Background: an optimization exercise with open tools, aiming at small area, a short achievable clock period and few clock cycles per item. Do not read the settings as production practice.
Function was not checked in any run shown here: the RTL went through the layout flow alone.

==> design/flow/design.v <==
module register_param #(
    parameter BIT_LENGTH = 2048
) (
    input clk, rst,
    input load,
    input [BIT_LENGTH - 1 : 0] parIn,
    output reg [BIT_LENGTH - 1 : 0] parOut
);
    always@(posedge clk, posedge rst) begin
        if (rst == 1)
            parOut <= 0;
        else begin
            if (load == 1)
                parOut <= parIn;
        end
    end
endmodule
module adder #(
    parameter BIT_LENGTH = 32
) (
    input signed [BIT_LENGTH - 1 : 0] in1, in2,
    input mode,  
    output signed [BIT_LENGTH - 1 : 0] out
);
    assign out = (mode == 1) ? (in1 + in2) : (in1 - in2);
endmodule
module upCounterRE #(
    parameter BIT_LENGTH = 16
) (
    input clk, rst,
    input init_cnt, en_cnt,
    output reg [BIT_LENGTH - 1 : 0] count
);
    always @(posedge clk, posedge rst) begin
        if (rst == 1)
            count <= 0;
        else begin
            if (init_cnt == 1)
                count <= 0;
            else if (en_cnt == 1)
                count <= count + 1;
        end
    end
endmodule
module cordic_linear_DP #(
    parameter FLOAT_SIZE = 24,
    parameter INT_SIZE = 8
) (
    input clk, rst,
    input signed [INT_SIZE + FLOAT_SIZE - 1:0] x, y, z,
    input mode,
    input loadX, loadY, loadZ,loadMode,
    input sel_input, adder_mode,
    input init_cnt, en_cnt,
    output signed [INT_SIZE + FLOAT_SIZE - 1:0] x_out, y_out, z_out,
    output co, phi
);
    wire signed [INT_SIZE + FLOAT_SIZE - 1:0] y_in, z_in;
    wire signed [INT_SIZE + FLOAT_SIZE - 1:0] out_adder_y, out_adder_z;
    assign y_in = (sel_input == 1) ? y : out_adder_y; 
    assign z_in = (sel_input == 1) ? z : out_adder_z; 
    register_param #(.BIT_LENGTH(INT_SIZE + FLOAT_SIZE)) X_Reg(
        .clk(clk),
        .rst(rst),
        .load(loadX),
        .parIn(x),
        .parOut(x_out)
    );
    register_param #(.BIT_LENGTH(INT_SIZE + FLOAT_SIZE)) Y_Reg(
        .clk(clk),
        .rst(rst),
        .load(loadY),
        .parIn(y_in),
        .parOut(y_out)
    );
    register_param #(.BIT_LENGTH(INT_SIZE + FLOAT_SIZE)) Z_Reg(
        .clk(clk),
        .rst(rst),
        .load(loadZ),
        .parIn(z_in),
        .parOut(z_out)
    );
    wire mode_val;
    register_param #(.BIT_LENGTH(1)) M_Reg(
        .clk(clk),
        .rst(rst),
        .load(loadMode),
        .parIn(mode),
        .parOut(mode_val)
    );
    wire [$clog2(FLOAT_SIZE) : 0] iter;
    upCounterRE #(.BIT_LENGTH($clog2(FLOAT_SIZE) + 1)) Iter_Count(
        .clk(clk),
        .rst(rst),
        .init_cnt(init_cnt),
        .en_cnt(en_cnt),
        .count(iter)
    );
    assign co = (iter == (FLOAT_SIZE)) ? 1'b1 : 1'b0;
    wire signed [INT_SIZE + FLOAT_SIZE - 1:0] x_shift, one, one_shift;
    assign x_shift = x >>> iter;
    assign one = { {(INT_SIZE-1){1'b0}}, 1'b1, {(FLOAT_SIZE){1'b0}} }; 
    assign one_shift = one >>> iter;
    adder #(.BIT_LENGTH(INT_SIZE + FLOAT_SIZE)) Y_Adder(
        .in1(y_out),
        .in2(x_shift),
        .mode(adder_mode),
        .out(out_adder_y)
    );
    adder #(.BIT_LENGTH(INT_SIZE + FLOAT_SIZE)) Z_Adder(
        .in1(z_out),
        .in2(one_shift),
        .mode(~adder_mode),
        .out(out_adder_z)
    );
    wire phi_rotate, phi_vector; 
    assign phi_rotate = (z_out[INT_SIZE + FLOAT_SIZE - 1] == 1) ? 1'b0 : 1'b1;
    assign phi_vector = (y_out[INT_SIZE + FLOAT_SIZE - 1] == 1) ? 1'b1 : 1'b0;
    assign phi = (mode_val == 1) ? phi_vector : phi_rotate;
endmodule
module cordic_linear_CU (
    input clk, rst,
    input start,
    input co, phi,
    output reg loadX, loadY, loadZ,loadMode,
    output reg sel_input, adder_mode,
    output reg init_cnt, en_cnt,
    output reg done
);
    parameter [1:0] IDLE = 0, INIT = 1, CALC = 2, DONE = 3;
    reg [1:0] ps, ns;
    always @(ps, start, co) begin
        case (ps)
            IDLE: ns = (start == 1) ? INIT : IDLE;
            INIT: ns = (start == 1 ) ? INIT : CALC;
            CALC: ns = (co == 1) ? DONE : CALC;
            DONE: ns = IDLE;
            default: ns = IDLE;
        endcase
    end
    always @(ps, phi) begin
        loadX = 0;
        loadY = 0;
        loadZ = 0;
        loadMode = 0;
        sel_input = 0;
        adder_mode = 0;
        init_cnt = 0;
        en_cnt = 0;
        done = 0;
        case (ps)
            IDLE: ;
            INIT: begin
                init_cnt = 1;
                loadX = 1;
                loadY = 1;
                loadZ = 1;
                loadMode = 1;
                sel_input = 1;
            end
            CALC: begin
                adder_mode = phi;
                en_cnt = 1;
                sel_input = 0;
                loadY = 1;
                loadZ = 1;
            end 
            DONE: done = 1;
            default: ;
        endcase
    end
    always @(posedge clk or posedge rst) begin
        if (rst == 1)
            ps <= IDLE;
        else 
            ps <= ns;
    end
endmodule
module cordic_linear #(
    parameter FLOAT_SIZE = 24,
    parameter INT_SIZE = 8
) (
    input clk, rst,
    input start,
    input signed [INT_SIZE + FLOAT_SIZE - 1:0] x, y, z,
    input mode,
    output signed [INT_SIZE + FLOAT_SIZE - 1:0] x_out, y_out, z_out,
    output done
);
    wire loadX, loadY, loadZ, loadMode;
    wire sel_input, adder_mode;
    wire init_cnt, en_cnt;
    wire co, phi;
    cordic_linear_DP #(.FLOAT_SIZE(FLOAT_SIZE), .INT_SIZE(INT_SIZE)) DP (
        .clk(clk),
        .rst(rst),
        .x(x),
        .y(y),
        .z(z),
        .mode(mode),
        .loadX(loadX),
        .loadY(loadY),
        .loadZ(loadZ),
        .loadMode(loadMode),
        .sel_input(sel_input),
        .adder_mode(adder_mode),
        .init_cnt(init_cnt),
        .en_cnt(en_cnt),
        .x_out(x_out),
        .y_out(y_out),
        .z_out(z_out),
        .co(co),
        .phi(phi)
    );
    cordic_linear_CU CU (
        .clk(clk),
        .rst(rst),
        .start(start),
        .co(co),
        .phi(phi),
        .loadX(loadX),
        .loadY(loadY),
        .loadZ(loadZ),
        .loadMode(loadMode),
        .sel_input(sel_input),
        .adder_mode(adder_mode),
        .init_cnt(init_cnt),
        .en_cnt(en_cnt),
        .done(done)
    );
endmodule
module reciprocal_float_DP (
    input clk, rst,
    input [31:0] x,
    input loadE, loadM, loadS,
    input selE, start_cordic,
    output [31:0] out,
    output done_cordic, zero_flag
);
    wire [7:0] E_val, E_in;
    wire [7:0] out_sub, E_reg_in;
    assign E_in = x[30:23];
    register_param #(.BIT_LENGTH(8)) E_Reg(
        .clk(clk),
        .rst(rst),
        .load(loadE),
        .parIn(E_reg_in),
        .parOut(E_val)
    );
    wire [22:0] M_val, M_in;
    assign M_in = x[22:0];
    register_param #(.BIT_LENGTH(23)) M_Reg(
        .clk(clk),
        .rst(rst),
        .load(loadM),
        .parIn(M_in),
        .parOut(M_val)
    );
    wire S_val, S_in;
    assign S_in = x[31];
    register_param #(.BIT_LENGTH(1)) S_Reg(
        .clk(clk),
        .rst(rst),
        .load(loadS),
        .parIn(S_in),
        .parOut(S_val)
    );
    assign E_reg_in = (selE == 1) ? E_in : out_sub;
    wire frac_zero;
    assign frac_zero = ~(|M_val);
    wire cin;
    assign cin = (frac_zero == 1) ? 1'b1 : 1'b0;
    assign out_sub = $unsigned(8'd253) - $unsigned(E_val) + cin;
    localparam FLOAT_SIZE = 24;
    localparam INT_SIZE = 2;
    wire signed [INT_SIZE + FLOAT_SIZE - 1:0] x_in, z, y;
    assign y = { {(INT_SIZE-1){1'b0}}, 1'b1, {(FLOAT_SIZE){1'b0}} };  
    assign z = {(INT_SIZE + FLOAT_SIZE){1'b0}};  
    assign x_in = { 2'b01, M_val, 1'b0};
    wire mode;
    assign mode = 1'b1;  
    wire signed [INT_SIZE + FLOAT_SIZE - 1:0] x_out, y_out, z_out;
    cordic_linear #(.FLOAT_SIZE(FLOAT_SIZE), .INT_SIZE(INT_SIZE)) Cordic_core(
        .clk(clk),
        .rst(rst),
        .start(start_cordic),
        .x(x_in),
        .y(y),
        .z(z),
        .mode(mode),
        .x_out(x_out),
        .y_out(y_out),
        .z_out(z_out),
        .done(done_cordic)
    );
    assign out = {S_val, E_val, z_out[22:0] };
    wire exp_zero;
    assign exp_zero = ~(|E_val);
    assign zero_flag = exp_zero && frac_zero;
endmodule
module reciprocal_float_CU (
    input clk, rst,
    input start,
    input done_cordic, zero_input,
    output reg loadE, loadM, loadS,
    output reg selE, start_cordic,
    output reg done, zero_flag
);
    parameter [2:0] IDLE = 0, INIT = 1, EXP = 2, CALC = 3, ZERO = 4;
    reg [2:0] ps, ns;
    always @(ps, start, zero_input, done_cordic) begin
        case (ps)
            IDLE: ns = (start == 1) ? INIT : IDLE;
            INIT: ns = (start == 1) ? INIT : EXP;
            EXP: ns = (zero_input == 1) ? ZERO : CALC;
            CALC: ns = (done_cordic == 1) ? IDLE : CALC;
            ZERO: ns = IDLE; 
            default: ns = IDLE;
        endcase
    end
    always @(ps, done_cordic, zero_input) begin
        loadE = 0;
        loadM = 0;
        loadS = 0;
        selE = 0;
        start_cordic = 0;
        done = 0;
        zero_flag = 0;
        case (ps)
            IDLE: ;
            INIT: begin
                selE = 1;
                loadE = 1;
                loadM = 1;
                loadS = 1;
            end 
            EXP: begin
                loadE = 1;
                start_cordic = ~zero_input;  
            end
            CALC: done = done_cordic;
            ZERO: begin
                done = 1;
                zero_flag = 1;
            end
            default: ;
        endcase
    end
    always @(posedge clk or posedge rst) begin
        if (rst == 1)
            ps <= IDLE;
        else 
            ps <= ns;
    end
endmodule
module reciprocal_float(
    input clk, rst,
    input start,
    input [31:0] x,
    output [31:0] out,
    output done, zero_flag
);
    localparam NC = 23;          
    localparam W = 29;           
    reg busy, done_r;
    reg [4:0] cnt;
    reg [22:0] xm_r;             
    reg [W-1:0] r;
    reg s_r, zf_r, mz_r, p24_r;
    reg [7:0] e_r;
    wire [22:0] clr;
    genvar k;
    generate
        for (k = 0; k < 23; k = k + 1) begin : dec
            assign clr[k] = (cnt == k);
        end
    endgenerate
    wire first = (cnt == 5'd0);
    wire [W-1:0] xm0 = {{(W-25){1'b0}}, 1'b1, xm_r, 1'b0};
    wire p0 = ~r[W-1];
    wire [W-1:0] b0 = {xm0[W-1:1] ^ {(W-1){p0}}, p0 | first};
    wire [W-1:0] t0;
    wire [W:0] tt0 = {r, 1'b1} + {b0, p0 | first};
    assign t0 = tt0[W:1];
    wire [W-1:0] rn = {t0[W-2:0], p0};
    wire mz = ~(|x[22:0]);
    always @(posedge clk or posedge rst) begin
        if (rst) begin
            busy <= 1'b0;
            done_r <= 1'b0;
        end else begin
            done_r <= busy && (cnt == NC - 1);
            if (!busy)
                busy <= start;
            else if (cnt == NC - 1)
                busy <= 1'b0;
        end
    end
    always @(posedge clk) begin
        cnt <= busy ? cnt + 5'd1 : 5'd0;
        r <= busy ? rn : ~{{(W-25){1'b0}}, x[22:0], 2'b00};
        xm_r <= busy ? xm_r & ~clr : x[22:0];
        p24_r <= ~t0[W-1] & ~mz_r;
        s_r <= x[31];
        mz_r <= mz;
        zf_r <= mz & ~(|x[30:23]);
        e_r <= ~x[30:23] - 8'd2 + {7'd0, mz_r};
    end
    assign done = done_r;
    assign zero_flag = zf_r;
    assign out = {s_r, e_r, r[20:0] & {21{~mz_r}}, p24_r, 1'b1};
endmodule
==> design/flow/flow/run.sh <==
#!/bin/bash
# The standard layout (standard.sh, unchanged synthesis), with repair_timing
# aiming below the clock period and smaller port buffers.
set -euo pipefail
bash standard.sh SETUP_SLACK_MARGIN=7.6 'BUFFER_PORTS_ARGS=-buffer_cell sky130_fd_sc_hd__buf_1' finish > standard_flow.log 2>&1
==> design/flow/standard.sh <==
#!/bin/bash
# synth_recipe.tcl (not shown) runs the flow's synth.tcl, then flattens the netlist and writes it again
# the make line also repeats each setting of config.mk as NAME=value (left out here)
make -C /OpenROAD-flow-scripts/flow DESIGN_CONFIG=/design/flow/config.mk WORK_HOME=/design/flow/orfs CLKGATE_MAP_FILE= SYNTH_SCRIPT=/design/flow/synth_recipe.tcl "${@:-finish}"
==> design/flow/config.mk <==
export PLATFORM = sky130hd
export DESIGN_NAME = reciprocal_float
export DESIGN_NICKNAME = reciprocal_float
export VERILOG_FILES = /design/flow/design.v
export SDC_FILE = /design/flow/constraint.sdc
export NUM_CORES = 4
export LEC_CHECK = 0
export CAP_MARGIN = 20
export CORE_MARGIN = 2
export CORE_UTILIZATION = 40
export SLEW_MARGIN = 20
==> design/flow/constraint.sdc <==
create_clock -name core_clock -period 11.0 [get_ports {clk}]
set_input_delay 2.2000 -clock core_clock [delete_from_list [all_inputs] [get_ports {clk}]]
set_output_delay 2.2000 -clock core_clock [all_outputs]
set_load 0.01 [all_outputs]
==> impl_metrics.json, run 1 <==
{
  "status": "no timing/DRC/antenna violations",
  "dieWidth_um": 109,
  "die_area_um2": 12000,
  "viasPerCell": 5.26,
  "clk_pin_slew_ns": 0.07,
  "yosysSeqAreaShare_pct": 32.2,
  "skew_ns": 0.00657,
  "multiInputGateArea_um2": 2790,
  "hp-class": "flip-flop to flip-flop",
  "r2r_setup_slack_ns": 7.76,
  "relSlewSlack_pct": 47.1,
  "dp_hpwl_mm": 8.26,
  "synth.distinct_cells": 54,
  "crit_end": "out[20]",
  "min_period_ns": 3.34,
  "worstPathRequired_ns": 8.80,
  "grt_pass1_wl_mm": 17.7,
  "start_util_pct": 41.0,
  "rsz0062_at_grt": "yes",
  "worstSetupStartpointType": "flip-flop",
  "wl_per_cell_um": 14.9,
  "path_cells": "nor2b_1 > buf_1",
  "hold_violations": 0,
  "synth_edf_count": 0,
  "syn_to_final_growth_pct": 11.9,
  "synth-async-reset-ratio_pct": 2.82,
  "drv_cap": 0,
  "grt.overflow.total": 0,
  "rows": 38,
  "clock_latency_ns": 0.37,
  "ioPinCount": 69,
  "synthTopCellsByArea": "dfxtp_1, ha_1, xnor2_1",
  "placed_cell_area_um2": 4770,
  "worst_pin_slew_ns": 0.792,
  "antenna_found_initial": 0,
  "crit_start": "mz_r",
  "fin_area_um2": 4980,
  "synth_area_um2": 4450,
  "first_pass_iters": 4,
  "arrival_ns": 1.14,
  "fp.dieH_um": 109,
  "drive_gt1_share_pct": 5.20,
  "portBuffers": 67,
  "core_area_um2": 10800,
  "synth_seq_cells": 71,
  "synth-main-ff-cell": "dfxtp_1",
  "yosys.area.top_type": "dfxtp_1",
  "crit_type": "flip-flop to primary output",
  "clock_path_buffers": 2,
  "synth_cells": 538,
  "slowest_stage": "dfxtp_4",
  "yosys_warnings": 1,
  "post_cts_buffers": 0,
  "cp_slowest_stage_delay_ns": 0.43,
  "period_share_pct": 30.4,
  "post-route-util_pct": 45.9,
  "num_vias": 3874,
  "dpl.cell_count": 720,
  "syn-num-nets": 609,
  "drtAntennaViolNets": 0,
  "dp_slack_ns": 7.44,
  "diodes": 0,
  "endpoint_kind": "primary output",
  "rr_worst_depth": 13,
  "layout_setup_ws_ns": 7.66,
  "r2r-end": "r[26]",
  "register_area_um2": 1440,
  "whs_path_depth": 1,
  "wl_mm": 10.9,
  "timing.setup.tns_ns": 0,
  "place_congestion": 0.853,
  "final_cell_count_no_fill": 736,
  "path_max_fanout": 23,
  "grt_max_degree": 74,
  "first_global_vias": 3700,
  "clock-sinks": 71,
  "max_freq_mhz": 299,
  "synth.avg_cell_area_um2": 8.27,
  "htree_levels": 3,
  "setup_violations": 0,
  "cts-root-buf": "clkbuf_8",
  "drv_slew": 0,
  "worst_r2r_startpoint": "cnt[1]",
  "nNetsFinal": 662,
  "track_usage_pct": 19.2,
  "yosysTopAreaCellShare_pct": 31.0,
  "cts_buffers": 9,
  "drt_iter0_drc": 208,
  "num-fill-cells": 1105,
  "drc": 0,
  "cts_tree": "yes"
}
[worst max-delay path, delay by kind of cell, from the launching register on]
family                 cells  cell delay [ns]
buffers and inverters      1             0.17
DFF                        1             0.43
and+or+nand+nor            1             0.18
[cells in the final DEF, fill, tap and decap left out, types with 5 or more instances in the layout]
cell,count
a21o_1,19
a21oi_1,28
and3_1,5
buf_1,67
clkbuf_8,11
dfxtp_1,67
ha_1,35
inv_1,35
mux2i_1,9
nand2_1,40
nand3_1,22
nor2_1,42
nor2b_1,24
nor4_1,8
o211ai_1,16
o21a_1,7
o21ai_0,37
o21ai_1,6
xnor2_1,39
xor2_1,16
[synthesized netlist by cell type, drive strengths merged, types with 3 or more instances]
master and count:
dfxtp 69, nor2 42, buf 13, a221oi 3
o21a 7, a21oi 28, o311ai 3, nand2 40
and3 5, nand2b 3, nand4 4, xor2 16
nor4 8, nand3 22, nor2b 24, o21ai 44
a211oi 3, xnor2 39, ha 36, o211ai 16
mux2i 9, a31oi 4, inv 35, o2111ai 3
a21o 20, clkbuf 14
[layer usage]
layer | share of wire [%] | GRT usage, % | wire length [µm] | vias to the layer above
li1 | - | - | - | 1977
met1 | 47 | 24.0 | 5130 | 1801
met2 | 46 | 30.9 | 5050 | 75
met3 | 4.8 | 6.11 | 522 | 21
met4 | 2.2 | 6.78 | 237 | 0
met5 | 0 | 0 | 0 | -
[worst min-delay path by stage]
stage	end	slack [ns]	startpoint
after global routing	cnt[0]	0.47	cnt[0]
after detailed placement	cnt[0]	0.47	cnt[0]
after floorplan	cnt[0]	0.44	cnt[0]
after CTS	xm_r[15]	0.48	xm_r[15]
final	cnt[0]	0.45	cnt[0]
after global placement	cnt[0]	0.46	cnt[0]
[kinds of logic (layout without fill, tap and decap cells)]
group,Yosys count,in the layout,share of synthesized area (%)
and+or+nand+nor,161,161,17.8
AOI/OAI and AO/OA,142,142,21.0
DFF,71,71,32.2
buffers and inverters,62,120,5.74
xor gates and xnor gates,55,55,10.8
adders and majority gates,36,36,10.1
muxes,10,10,2.28
other,1,1,0.0843
[area by class of cell]
class / count / share of cell area (%)
clock buffers: 13 / 3.19
clock inverters: 3 / 0.352
inverters: 35 / 2.64
multi-input cells: 405 / 56.0
flip-flops and latches: 71 / 28.9
well taps: 140 / 3.52
repair buffers: 69 / 5.43
[timing repair]
item | 4_1_cts | 5_1_grt
setup endpoints to repair | 23 | 7
resized for setup | 5 | 6
hold buffers | 0 | 0
gates cloned | 0 | 0
pin swaps | 0 | 3
[flip-flops by register name, indices dropped and copies added (netlist names)]
name / flops
e_r: 8
busy: 1
cnt: 5
xm_r: 23
mz_r: 1
zf_r: 1
done_r: 1
r: 29
p24_r: 1
s_r: 1
[through the flow]
step / hold WS (ns)
floorplan: 0.445
global placement: 0.462
detailed placement: 0.474
CTS: 0.485
global route: 0.468
finish: 0.454
==> inputs of run 2 (changes only) <==
--- a/design/flow/design.v
+++ b/design/flow/design.v
@@ -24,6 +24,52 @@
 );
     assign out = (mode == 1) ? (in1 + in2) : (in1 - in2);
 endmodule
+module pfx_add #(parameter W = 30) (
+    input [W-1:0] a, b,
+    input cin,
+    output [W-1:0] s
+);
+    localparam N = W + 1;                
+    localparam L = $clog2(N);
+    wire [N-1:0] g0 = {a & b, cin};
+    wire [N-1:0] p0 = {a ^ b, 1'b0};
+    wire [N-1:0] gu [0:L];
+    wire [N-1:0] pu [0:L];
+    assign gu[0] = g0;
+    assign pu[0] = p0;
+    genvar l, i;
+    generate
+        for (l = 0; l < L; l = l + 1) begin : up
+            for (i = 0; i < N; i = i + 1) begin : b
+                if ((((i + 1) % (1 << (l + 1))) == 0) && (i >= (1 << l))) begin
+                    assign gu[l+1][i] = gu[l][i] | (pu[l][i] & gu[l][i - (1 << l)]);
+                    assign pu[l+1][i] = pu[l][i] & pu[l][i - (1 << l)];
+                end else begin
+                    assign gu[l+1][i] = gu[l][i];
+                    assign pu[l+1][i] = pu[l][i];
+                end
+            end
+        end
+    endgenerate
+    wire [N-1:0] gd [0:L];
+    wire [N-1:0] pd [0:L];
+    assign gd[L] = gu[L];
+    assign pd[L] = pu[L];
+    generate
+        for (l = L - 1; l >= 1; l = l - 1) begin : dn
+            for (i = 0; i < N; i = i + 1) begin : b
+                if ((((i + 1) % (1 << l)) == (1 << (l - 1))) && (i + 1 > (1 << l))) begin
+                    assign gd[l][i] = gd[l+1][i] | (pd[l+1][i] & gd[l+1][i - (1 << (l - 1))]);
+                    assign pd[l][i] = pd[l+1][i] & pd[l+1][i - (1 << (l - 1))];
+                end else begin
+                    assign gd[l][i] = gd[l+1][i];
+                    assign pd[l][i] = pd[l+1][i];
+                end
+            end
+        end
+    endgenerate
+    assign s = p0[N-1:1] ^ gd[1][N-2:0];
+endmodule
 module upCounterRE #(
     parameter BIT_LENGTH = 16
 ) (
@@ -362,7 +408,7 @@
 );
     localparam NC = 23;          
     localparam W = 29;           
-    reg busy, done_r;
+    reg busy, done_r, first_r;
     reg [4:0] cnt;
     reg [22:0] xm_r;             
     reg [W-1:0] r;
@@ -375,13 +421,12 @@
             assign clr[k] = (cnt == k);
         end
     endgenerate
-    wire first = (cnt == 5'd0);
+    wire first = first_r;
     wire [W-1:0] xm0 = {{(W-25){1'b0}}, 1'b1, xm_r, 1'b0};
     wire p0 = ~r[W-1];
     wire [W-1:0] b0 = {xm0[W-1:1] ^ {(W-1){p0}}, p0 | first};
     wire [W-1:0] t0;
-    wire [W:0] tt0 = {r, 1'b1} + {b0, p0 | first};
-    assign t0 = tt0[W:1];
+    pfx_add #(.W(W)) ad0 (.a(r), .b(b0), .cin(p0 | first), .s(t0));
     wire [W-1:0] rn = {t0[W-2:0], p0};
     wire mz = ~(|x[22:0]);
     always @(posedge clk or posedge rst) begin
@@ -397,10 +442,16 @@
         end
     end
     always @(posedge clk) begin
+        first_r <= ~busy;
         cnt <= busy ? cnt + 5'd1 : 5'd0;
-        r <= busy ? rn : ~{{(W-25){1'b0}}, x[22:0], 2'b00};
+        if (!busy)
+            r <= ~{{(W-25){1'b0}}, x[22:0], 2'b00};
+        else if (first && mz_r)
+            r <= {{(W-25){1'b1}}, 23'd0, 2'b11};
+        else
+            r <= rn;
         xm_r <= busy ? xm_r & ~clr : x[22:0];
-        p24_r <= ~t0[W-1] & ~mz_r;
+        p24_r <= ~t0[W-1];
         s_r <= x[31];
         mz_r <= mz;
         zf_r <= mz & ~(|x[30:23]);
@@ -408,5 +459,5 @@
     end
     assign done = done_r;
     assign zero_flag = zf_r;
-    assign out = {s_r, e_r, r[20:0] & {21{~mz_r}}, p24_r, 1'b1};
+    assign out = {s_r, e_r, r[20:0], p24_r, 1'b1};
 endmodule
==> design/flow/flow/run.sh (replaced) <==
#!/bin/bash
# The standard layout (standard.sh, unchanged synthesis), with repair_timing
# aiming below the clock period and smaller port buffers.
set -euo pipefail
bash standard.sh SETUP_SLACK_MARGIN=7.8 'BUFFER_PORTS_ARGS=-buffer_cell sky130_fd_sc_hd__buf_1' finish > standard_flow.log 2>&1
--- a/design/flow/config.mk
+++ b/design/flow/config.mk
@@ -9,3 +9,5 @@
 export CORE_MARGIN = 2
 export CORE_UTILIZATION = 40
 export SLEW_MARGIN = 20
+export SYNTH_HIERARCHICAL = 1
+export SYNTH_MINIMUM_KEEP_SIZE = 0
==> impl_metrics.json, run 2 <==
{
  "diodes": 0,
  "wl_mm": 9.50,
  "synth_compound_area_share_pct": 15.4,
  "min_period_ns": 3.12,
  "drive_gt1_share_pct": 9.51,
  "dieWidth_um": 107,
  "synthTopCellsByArea": "dfxtp_1, ha_1, xnor2_1",
  "place_congestion": 0.813,
  "cp_slowest_stage_delay_ns": 0.44,
  "drtAntennaViolNets": 0,
  "synth-async-reset-ratio_pct": 2.78,
  "rsz0062_at_grt": "yes",
  "r2r_setup_slack_ns": 7.88,
  "yosys_warnings": 8,
  "post-route-util_pct": 47.3,
  "synth_edf_count": 0,
  "relSlewSlack_pct": 60.5,
  "first_global_vias": 3177,
  "dp_hpwl_mm": 6.83,
  "yosysTopAreaCellShare_pct": 33.2,
  "syn_to_final_growth_pct": 15.1,
  "path_cells": "buf_12 > xnor2_1 > ha_1 > o211ai_1 > a21oi_4 > o2111ai_4 > nor4_2 > a211oi_2 > buf_4 > buf_6 > o41ai_4 > fa_1 > nand2b_4",
  "drc": 0,
  "max_freq_mhz": 321,
  "clock_latency_ns": 0.36,
  "grt_pass1_wl_mm": 15.3,
  "holdPathEnd": "cnt[0]",
  "drv_slew": 0,
  "largest-register": "r",
  "antenna_found_initial": 0,
  "layout_common_cells": "dfxtp_1, buf_1, inv_1, nand2_1, o21ai_0",
  "hold_start": "cnt[0]",
  "synth-main-ff-cell": "dfxtp_1",
  "synth_cells": 472,
  "arrival_ns": 3.37,
  "whs_path_depth": 1,
  "drt_iter0_drc": 125,
  "synth_most_common_cell": "dfxtp_1",
  "crit_type": "flip-flop to flip-flop",
  "clk_pin_slew_ns": 0.08,
  "synthTopCellsByCount": "dfxtp_1, inv_1, nand2_1, o21ai_0, xnor2_1",
  "first_pass_iters": 4,
  "cts-root-buf": "clkbuf_8",
  "drv_cap": 0,
  "largest_reg_flops": 29,
  "reg.largest.list": "r x29, xm_r x23, e_r x8",
  "path_max_fanout": 6,
  "r2r-end": "r[28]",
  "worst_pin_slew_ns": 0.589,
  "yosys.area_share.simple_pct": 11.5,
  "yosys.area.top_type": "dfxtp_1",
  "nNetsFinal": 605,
  "setup_violations": 0,
  "core_area_um2": 10300,
  "worstSetupStartpointType": "flip-flop",
  "wl_per_cell_um": 14.4,
  "synth_top_family_by_area": "adder cells",
  "rows": 37,
  "synth.avg_cell_area_um2": 8.95,
  "final_common_cell": "dfxtp_1",
  "period_share_pct": 28.3,
  "start_util_pct": 41.1,
  "syn-num-nets": 556,
  "hold_violations": 0,
  "fp.dieH_um": 107,
  "ioPinCount": 69,
  "slowest_stage": "fa_1",
  "htree_levels": 3,
  "status": "no timing/DRC/antenna violations",
  "cts_tree": "yes",
  "viasPerCell": 4.85,
  "synth-xor-area-share_pct": 9.54,
  "track_usage_pct": 17.1,
  "portBuffers": 67,
  "worst_r2r_startpoint": "r[28]",
  "timing.setup.tns_ns": 0,
  "rr_worst_depth": 13,
  "grt.overflow.total": 0,
  "cts_buffers": 9,
  "yosys-mux-area-fraction_pct": 0.237,
  "synth.distinct_cells": 43,
  "clock-sinks": 72,
  "worstPathRequired_ns": 11.25,
  "skew_ns": 0.0163,
  "clock_path_buffers": 2,
  "synth_area_um2": 4220,
  "hp-class": "flip-flop to flip-flop",
  "synthAdderAreaFrac_pct": 17.2,
  "endpoint_kind": "flip-flop",
  "num_vias": 3211,
  "yosysSeqAreaShare_pct": 34.4,
  "die_area_um2": 11400,
  "grt_max_degree": 66,
  "synth_seq_cells": 72
}
==> run 2: changes by cell type after synthesis, moves of 10 or more <==
cell,delta
nor2_1,-26
buf_4,+23
inv_1,+23
nor2b_1,-22
a21oi_1,-18
nand3_1,-18
fa_1,+15
nand2b_1,+12
clkbuf_1,-10
==> run 2: cell families after synthesis <==
kind of cell | Yosys count
simple gates | 103
mux | 1
flops | 72
xor+xnor | 46
fa+ha+maj | 49
other cells | 1
compound gates | 100
buf+inv | 100
==> run 2: how the worst max path moves through the flow <==
stage	depth (start not counted)	from	end	slack, ns
after global routing	13	r[28]	r[28]	7.73
after floorplan	14	r[28]	r[23]	7.89
final	13	r[28]	r[28]	7.88
after detailed placement	13	r[28]	r[23]	7.51
after global placement	13	r[28]	r[23]	7.64
after CTS	13	r[28]	r[28]	7.80
==> run 2: what timing repair did <==
item | CTS | global route
setup endpoints to repair | 16 | 16
cloned | 0 | 2
hold buffers | 0 | 0
gates resized for setup | 4 | 18
pin swaps | 2 | 9
buffers inserted | 2 | 5
==> run 2: layout make-up <==
| cell class | count | area [µm²] |
|---|---|---|
| fillers | 1033 | 5420 |
| multi-input cells | 300 | 2380 |
| flip-flops and latches | 72 | 1460 |
| repair buffers | 79 | 393 |
| inverters | 59 | 221 |
| well taps | 136 | 170 |
| clock buffers | 12 | 165 |
| clock inverters | 4 | 75.1 |
==> run 2: per-layer routing <==
| metal | track usage, % | vias up | share of wire [%] |
|---|---|---|---|
| met5 | 0 | - | 0 |
| li1 | - | 1636 | - |
| met4 | 3.99 | 0 | 0.61 |
| met2 | 28.8 | 64 | 50 |
| met3 | 5.47 | 6 | 5.1 |
| met1 | 21.3 | 1505 | 45 |
==> run 2: worst max-delay path, delay by kind of cell (launching register included) <==
| kind | cells | cell delay [ns] |
|---|---|---|
| compound gates | 5 | 0.79 |
| fa+ha+maj | 2 | 0.77 |
| simple gates | 2 | 0.48 |
| buf+inv | 3 | 0.45 |
| flops | 1 | 0.40 |
| xor+xnor | 1 | 0.12 |
==> run 2: through the flow <==
stage	hold slack [ns]	worst slack, ns	instance area, µm²	cells
2_1_floorplan	0.444	7.89	4220	472
3_3_place_gp	0.473	7.64	4400	637
3_5_place_dp	0.478	7.51	4400	637
4_1_cts	0.495	7.80	4670	655
5_1_grt	0.524	7.73	4860	662
6_report	0.497	7.88	4860	662
==> inputs of run 3 (changes only) <==
--- a/design/flow/design.v
+++ b/design/flow/design.v
@@ -24,15 +24,16 @@
 );
     assign out = (mode == 1) ? (in1 + in2) : (in1 - in2);
 endmodule
-module pfx_add #(parameter W = 30) (
+module pfx_addx #(parameter W = 30) (
     input [W-1:0] a, b,
-    input cin,
+    input p, cin,
     output [W-1:0] s
 );
     localparam N = W + 1;                
     localparam L = $clog2(N);
-    wire [N-1:0] g0 = {a & b, cin};
-    wire [N-1:0] p0 = {a ^ b, 1'b0};
+    wire [W-1:0] bx = b ^ {W{p}};
+    wire [N-1:0] g0 = {a & bx, cin};
+    wire [N-1:0] p0 = {a ^ bx, 1'b0};
     wire [N-1:0] gu [0:L];
     wire [N-1:0] pu [0:L];
     assign gu[0] = g0;
@@ -413,31 +414,31 @@
     reg [22:0] xm_r;             
     reg [W-1:0] r;
     reg s_r, zf_r, mz_r, p24_r;
-    reg [7:0] e_r;
-    wire [22:0] clr;
+    wire [22:0] keep;
     genvar k;
     generate
         for (k = 0; k < 23; k = k + 1) begin : dec
-            assign clr[k] = (cnt == k);
+            assign keep[k] = ~busy | (cnt < k);
         end
     endgenerate
     wire first = first_r;
     wire [W-1:0] xm0 = {{(W-25){1'b0}}, 1'b1, xm_r, 1'b0};
     wire p0 = ~r[W-1];
-    wire [W-1:0] b0 = {xm0[W-1:1] ^ {(W-1){p0}}, p0 | first};
-    wire [W-1:0] t0;
-    pfx_add #(.W(W)) ad0 (.a(r), .b(b0), .cin(p0 | first), .s(t0));
-    wire [W-1:0] rn = {t0[W-2:0], p0};
+    wire [W-1:1] t0;
+    pfx_addx #(.W(W-1)) ad0 (.a(r[W-1:1]), .b(xm0[W-1:1]), .p(p0), .cin(p0 | first), .s(t0));
+    wire [W-1:0] rn = {t0[W-2:1], r[0], p0};
     wire mz = ~(|x[22:0]);
+    wire last = (cnt == NC - 1);
+    wire [7:0] ex = ~x[30:23] - 8'd2 + {7'd0, mz_r};
     always @(posedge clk or posedge rst) begin
         if (rst) begin
             busy <= 1'b0;
             done_r <= 1'b0;
         end else begin
-            done_r <= busy && (cnt == NC - 1);
+            done_r <= busy && last;
             if (!busy)
                 busy <= start;
-            else if (cnt == NC - 1)
+            else if (last)
                 busy <= 1'b0;
         end
     end
@@ -448,16 +449,17 @@
             r <= ~{{(W-25){1'b0}}, x[22:0], 2'b00};
         else if (first && mz_r)
             r <= {{(W-25){1'b1}}, 23'd0, 2'b11};
+        else if (last)
+            r <= {ex, rn[20:0]};
         else
             r <= rn;
-        xm_r <= busy ? xm_r & ~clr : x[22:0];
+        xm_r <= x[22:0] & keep;
         p24_r <= ~t0[W-1];
         s_r <= x[31];
         mz_r <= mz;
         zf_r <= mz & ~(|x[30:23]);
-        e_r <= ~x[30:23] - 8'd2 + {7'd0, mz_r};
     end
     assign done = done_r;
     assign zero_flag = zf_r;
-    assign out = {s_r, e_r, r[20:0], p24_r, 1'b1};
+    assign out = {s_r, r[28:21], r[20:0], p24_r, 1'b1};
 endmodule
--- a/design/flow/config.mk
+++ b/design/flow/config.mk
@@ -9,5 +9,3 @@
 export CORE_MARGIN = 2
 export CORE_UTILIZATION = 40
 export SLEW_MARGIN = 20
-export SYNTH_HIERARCHICAL = 1
-export SYNTH_MINIMUM_KEEP_SIZE = 0
==> impl_metrics.json, run 3 <==
{
  "placed_cell_area_um2": 4060,
  "rsz0062_at_grt": "yes",
  "cts_tree": "yes",
  "status": "no timing/DRC/antenna violations",
  "syn-num-nets": 468,
  "reg.largest.list": "r x29, xm_r x23, cnt x5",
  "layout_common_cells": "buf_1, dfxtp_1, xnor2_1, nand2_1, ha_1",
  "synth.distinct_cells": 57,
  "synth-async-reset-ratio_pct": 3.13,
  "rows": 35,
  "syn_to_final_growth_pct": 17.3,
  "worstPathRequired_ns": 8.80,
  "synth_edf_count": 0,
  "grt_max_degree": 34,
  "synth-main-ff-cell": "dfxtp_1",
  "nNetsFinal": 530,
  "drtAntennaViolNets": 0,
  "wl_per_cell_um": 15.5,
  "synthTopCellsByCount": "dfxtp_1, xnor2_1, nand2_1, ha_1, nor2_1",
  "drive_gt1_share_pct": 10.5,
  "worstSetupStartpointType": "flip-flop",
  "first_pass_iters": 4,
  "viasPerCell": 5.20,
  "cp_slowest_stage_delay_ns": 0.42,
  "diodes": 0,
  "worst_pin_slew_ns": 0.740,
  "slowest_stage": "dfxtp_1",
  "portBuffers": 67,
  "grt.overflow.total": 0,
  "num_vias": 2954,
  "path_max_fanout": 3,
  "hold_slack_ns": 0.475,
  "synth_seq_cells": 64,
  "hp-class": "flip-flop to flip-flop",
  "clk_pin_slew_ns": 0.07,
  "drv_slew": 0,
  "final_common_cell": "buf_1",
  "path_cells": "buf_1",
  "clock_path_buffers": 2,
  "antenna_found_initial": 0,
  "synth_cells": 390,
  "drv_cap": 0,
  "arrival_ns": 0.94,
  "wl_mm": 8.82,
  "largest_reg_flops": 29,
  "start_util_pct": 40.8,
  "synth.avg_cell_area_um2": 9.54,
  "hold_violations": 0,
  "synth_most_common_cell": "dfxtp_1",
  "grt_pass1_wl_mm": 14.5,
  "post-route-util_pct": 47.9,
  "yosysSeqAreaShare_pct": 34.7,
  "place_congestion": 0.814,
  "layout_setup_ws_ns": 7.86,
  "fin_area_um2": 4360,
  "track_usage_pct": 18.4,
  "timing.setup.tns_ns": 0,
  "core_area_um2": 9110,
  "htree_levels": 3,
  "synth_area_um2": 3720,
  "die_area_um2": 10100,
  "cts-root-buf": "clkbuf_8",
  "ioPinCount": 69,
  "endpoint_kind": "primary output",
  "fp.dieH_um": 100,
  "cp_top_family": "flip-flops",
  "dp_slack_ns": 7.28,
  "relSlewSlack_pct": 50.6,
  "dieWidth_um": 100,
  "clock_latency_ns": 0.34,
  "first_global_vias": 2947,
  "yosysTopAreaCellShare_pct": 33.4,
  "path_buf_inv": 1,
  "drc": 0,
  "cts_buffers": 9,
  "yosys.area.top_type": "dfxtp_1",
  "drt_iter0_drc": 120,
  "setup_violations": 0,
  "dp_hpwl_mm": 6.69,
  "clock-sinks": 64,
  "synthTopCellsByArea": "dfxtp_1, ha_1, xnor2_1",
  "largest-register": "r",
  "skew_ns": 0.00315,
  "period_share_pct": 28.6,
  "max_freq_mhz": 318,
  "min_period_ns": 3.14,
  "crit_type": "flip-flop to primary output",
  "yosys_warnings": 2
}
run 3: changes by cell type after synthesis, moves of 10 or more:
cell      delta
a21oi_1     +10
buf_4       -22
inv_1       -40
nand2_1     -14
nand2b_1    -12
o21a_1      +10
o21ai_0     -26
o22ai_1     +12
run 3: cells by family (layout without fill, tap and decap cells):
group | count (synthesis) | in the layout | share of synthesized area, %
compound gates | 94 | 94 | 18.0
xor+xnor | 45 | 45 | 10.6
fa+ha+maj | 43 | 43 | 17.3
buf+inv | 39 | 106 | 4.71
flops | 64 | 64 | 34.7
mux | 2 | 2 | 0.673
other cells | 1 | 1 | 0.101
simple gates | 102 | 102 | 13.9
run 3: final cells by class:
class,count,area (µm²)
well taps,111,139
repair buffers,71,294
inverters,19,71.3
fillers,902,4750
multi-input cells,287,2330
clock buffers,9,124
flip-flops and latches,64,1290
clock inverters,7,110
run 3: per-layer routing:
metal	up-vias	routed length (µm)	track usage, %
li1	1479	-	-
met5	-	0	0
met1	1412	4300	25.6
met2	51	4060	28.9
met4	0	123	5.90
met3	12	333	3.48
run 3: timing repair:
action / 4_1_cts / 5_1_grt
resized for setup: 5 / 7
endpoints found under the setup margin: 20 / 6
hold buffers: 0 / 0
pin swaps: 1 / 3
hold endpoints to repair: 0 / 0
setup buffers: 2 / 0
run 3: worst paths after layout:
| check | start | end | slack, ns | cells past startpoint |
|---|---|---|---|---|
| setup / recovery | r[10] | out[12] | 7.86 | 1 |
| hold / removal | r[0] | r[1] | 0.47 | 1 |
| setup reg to reg | r[28] | r[24] | 7.98 | 12 |
| hold reg to reg | r[0] | r[1] | 0.47 | 1 |
| max in group asynchronous | rst | busy | 9.24 | 2 |
| min in group asynchronous | rst | done_r | 1.66 | 2 |
run 3: metrics by stage:
stage,instances
2_1_floorplan,390
3_3_place_gp,550
3_5_place_dp,550
4_1_cts,568
5_1_grt,568
6_report,568

[what the ideal ports hide]
The results above use ideal ports. As a check the final layouts listed here were re-extracted and re-timed, cells and wires unchanged.
Step 1: set_driving_cell puts a clkbuf_16 on clk and a buf_2 on each other input, an assumption about the parent block.
Step 2, shift: input delay + t, output delay - t, t = (earliest + latest rising clock arrival at the registers) / 2. This alone moves slack from input paths to output paths.
Slacks: ideal / step 1 / step 2; pairs: ideal / step 1.
run	t, ns	setup slack, ns	latest minus earliest clock arrival (ns)	worst register clock-pin slew, ns	worst data-port slew with drivers (ns)
run 1	0.396	7.656 / 7.623 / 7.470	0.007 / 0.007	0.08 / 0.08	0.04
run 2	0.377	7.882 / 7.854 / 7.741	0.016 / 0.016	0.08 / 0.08	0.04
run 3	0.378	7.857 / 7.821 / 7.557	0.003 / 0.003	0.07 / 0.07	0.04
After both steps setup and hold are still met in every run listed. The setup slack of run 3, which loses most, moves by -0.036 ns with the drivers and by -0.300 ns with both steps.
